This design comes from an exercise in tuning for small area and a short achievable clock period on the open sky130 flow, not from production work.
In this exercise RTL edits were held to simulation tests only and were not proved equivalent to the original.
Power is estimated from default activity; no workload was simulated.

==> job 9651: inputs <==
==> flow/design.v (excerpt) <==
module Vr_HW2(CLK, RST, IMEM_ADDR, IMEM_DATA, DMEM_ADDR, DMEM_RE, DMEM_WE, DMEM_WDATA, DMEM_RDATA);
clock: 25.0 ns
lec_check: 0
cap_margin: 20
core_margin: 2
core_utilization: 55
cts_buf_list: sky130_fd_sc_hd__clkbuf_8
cts_cluster_diameter: 100
cts_cluster_size: 14
slew_margin: 20
synth_hierarchical: 1
standard.sh (not shown) runs the stock make flow with config.mk's settings and CLKGATE_MAP_FILE= SYNTH_SCRIPT=/design/flow/synth_recipe.tcl, a recipe that flattens the netlist after the stock synthesis.
==> flow/flow/run.sh <==
#!/bin/bash
# The standard ORFS layout (standard.sh) with these changes:
#  - before floorplanning, flow/downsize.tcl sets combinational cells to
#    drive strength 1 (synthesis sizes each small module on its own);
#  - timing repair aims past the required slack (SETUP_SLACK_MARGIN) and may
#    change a cell's footprint;
#  - plain buffers (buf_2) on the ports.
# Each tool's log is under orfs/logs/; make's output is in flow_make.log.
set -euo pipefail
bash standard.sh MATCH_CELL_FOOTPRINT=0 SETUP_SLACK_MARGIN=12 TNS_END_PERCENT=0 \
  "PRE_FLOORPLAN_TCL=$PWD/flow/downsize.tcl" \
  "BUFFER_PORTS_ARGS=-buffer_cell sky130_fd_sc_hd__buf_2" finish > flow_make.log 2>&1
==> flow/flow/downsize.tcl <==
# Before floorplanning: set every combinational cell to its smallest drive
# strength (_1) of the same function; timing repair upsizes where needed.
set db [ord::get_db]
set n 0
foreach inst [[ord::get_db_block] getInsts] {
  set m [[$inst getMaster] getName]
  if { [regexp {^(sky130_fd_sc_hd__([a-z0-9]+))_([0-9]+)$} $m -> base fn sz] } {
    if { $sz > 1 && ![string match "*df*" $fn] && ![string match "*dl*" $fn] && ![string match "conb" $fn] } {
      set small [$db findMaster ${base}_1]
      if { $small != "NULL" } {
        $inst swapMaster $small
        incr n
      }
    }
  }
}
puts "downsize.tcl: set $n cells to drive strength 1"
==> job 2375 (differences from job 9651) <==
==> flow/flow/run.sh (replaced) <==
#!/bin/bash
# The standard ORFS layout (standard.sh) with these changes:
#  - before floorplanning, flow/downsize.tcl sets combinational cells to
#    drive strength 1 (synthesis sizes each small module on its own);
#  - timing repair aims past the required slack (SETUP_SLACK_MARGIN) and may
#    change a cell's footprint;
#  - plain buffers (buf_1) on the ports.
# Each tool's log is under orfs/logs/; make's output is in flow_make.log.
set -euo pipefail
bash standard.sh MATCH_CELL_FOOTPRINT=0 SETUP_SLACK_MARGIN=12 TNS_END_PERCENT=0 \
  "PRE_FLOORPLAN_TCL=$PWD/flow/downsize.tcl" \
  "BUFFER_PORTS_ARGS=-buffer_cell sky130_fd_sc_hd__buf_1" finish > flow_make.log 2>&1
--- a/flow/config.mk
+++ b/flow/config.mk
@@ -7,9 +7,8 @@
 export LEC_CHECK = 0
 export CAP_MARGIN = 20
 export CORE_MARGIN = 2
-export CORE_UTILIZATION = 55
-export CTS_BUF_LIST = sky130_fd_sc_hd__clkbuf_8
+export CORE_UTILIZATION = 60
 export CTS_CLUSTER_DIAMETER = 100
-export CTS_CLUSTER_SIZE = 14
+export CTS_CLUSTER_SIZE = 20
 export SLEW_MARGIN = 20
 export SYNTH_HIERARCHICAL = 1
==> job 9832 (differences from job 9651) <==
--- a/flow/config.mk
+++ b/flow/config.mk
@@ -8,8 +8,7 @@
 export CAP_MARGIN = 20
 export CORE_MARGIN = 2
 export CORE_UTILIZATION = 55
-export CTS_BUF_LIST = sky130_fd_sc_hd__clkbuf_8
 export CTS_CLUSTER_DIAMETER = 100
-export CTS_CLUSTER_SIZE = 14
+export CTS_CLUSTER_SIZE = 20
 export SLEW_MARGIN = 20
 export SYNTH_HIERARCHICAL = 1
==> summary of the runs <==
- Job 9651 completed with no timing, DRC or antenna violations. Job 9832 went through all stages and came out clean. Job 2375 ran to the end with no violations.
- Between job 2375 and job 9832, the lower first-iteration DRC count is in job 9832 (gap about 12%, measured against job 9832).
- Between job 9651 and job 2375, the lower clock-buffer cell count is in job 2375 (gap 17).
- Combinational power is about the same in job 9651 and job 2375.
- Between job 2375 and job 9651, the lower core utilization is in job 9651 (gap 6.4 points).
- Against job 9832, the sequential share of layout area of job 2375 is higher by 0.56 points.
==> figures <==
metric	job 9651	job 9832	job 2375
Status	complete, no violations	complete, no violations	complete, no violations
Power drawn by the sequential cells	3.59 mW	3.60 mW	3.61 mW
Combinational power	1.89 mW	1.92 mW	1.92 mW
Via count of the routed design	36,810	36,710	37,700
Highest metal layer with signal wires	met4	met5	met5
Met2 WL	73.53 mm	74.05 mm	73.12 mm
Count of buffers added by post-CTS timing repair for setup	77	86	65
Tap cells	1,080	1,080	1,030
Placed insts	4,454	4,454	4,413
Average wire per standard cell	37.59 um	37.79 um	38.20 um
Worst supply voltage drop on vdd	0.0001472 V	0.0001475 V	0.0001297 V
Total clock buffers created by CTS	85	59	59

separate check: timing with driven ports:
No port has a modelled driver above. Below, the same layouts with a new extraction and two added sets of constraints. Step 1, drivers: a clkbuf_16 drives CLK and a buf_2 each remaining input, both assumed. Step 2 also shifts input and output timing later by t, the mid clock arrival at the registers, as if the neighbouring blocks saw the same clock. Three values: no drivers, after step 1, after step 2; two values: the first two.
| run | t (ns) | setup WS [ns] | worst data-port slew with drivers (ns) |
|---|---|---|---|
| job 9651 | 0.809 | 11.594 / 11.501 / 11.501 | 0.10 |
| job 2375 | 0.754 | 11.588 / 11.488 / 11.372 | 0.10 |
| job 9832 | 0.756 | 11.604 / 11.516 / 11.516 | 0.09 |
After both steps setup and hold are still met in every run listed. The setup slack of job 2375, which loses most, moves by -0.100 ns with the drivers and by -0.216 ns with both steps.
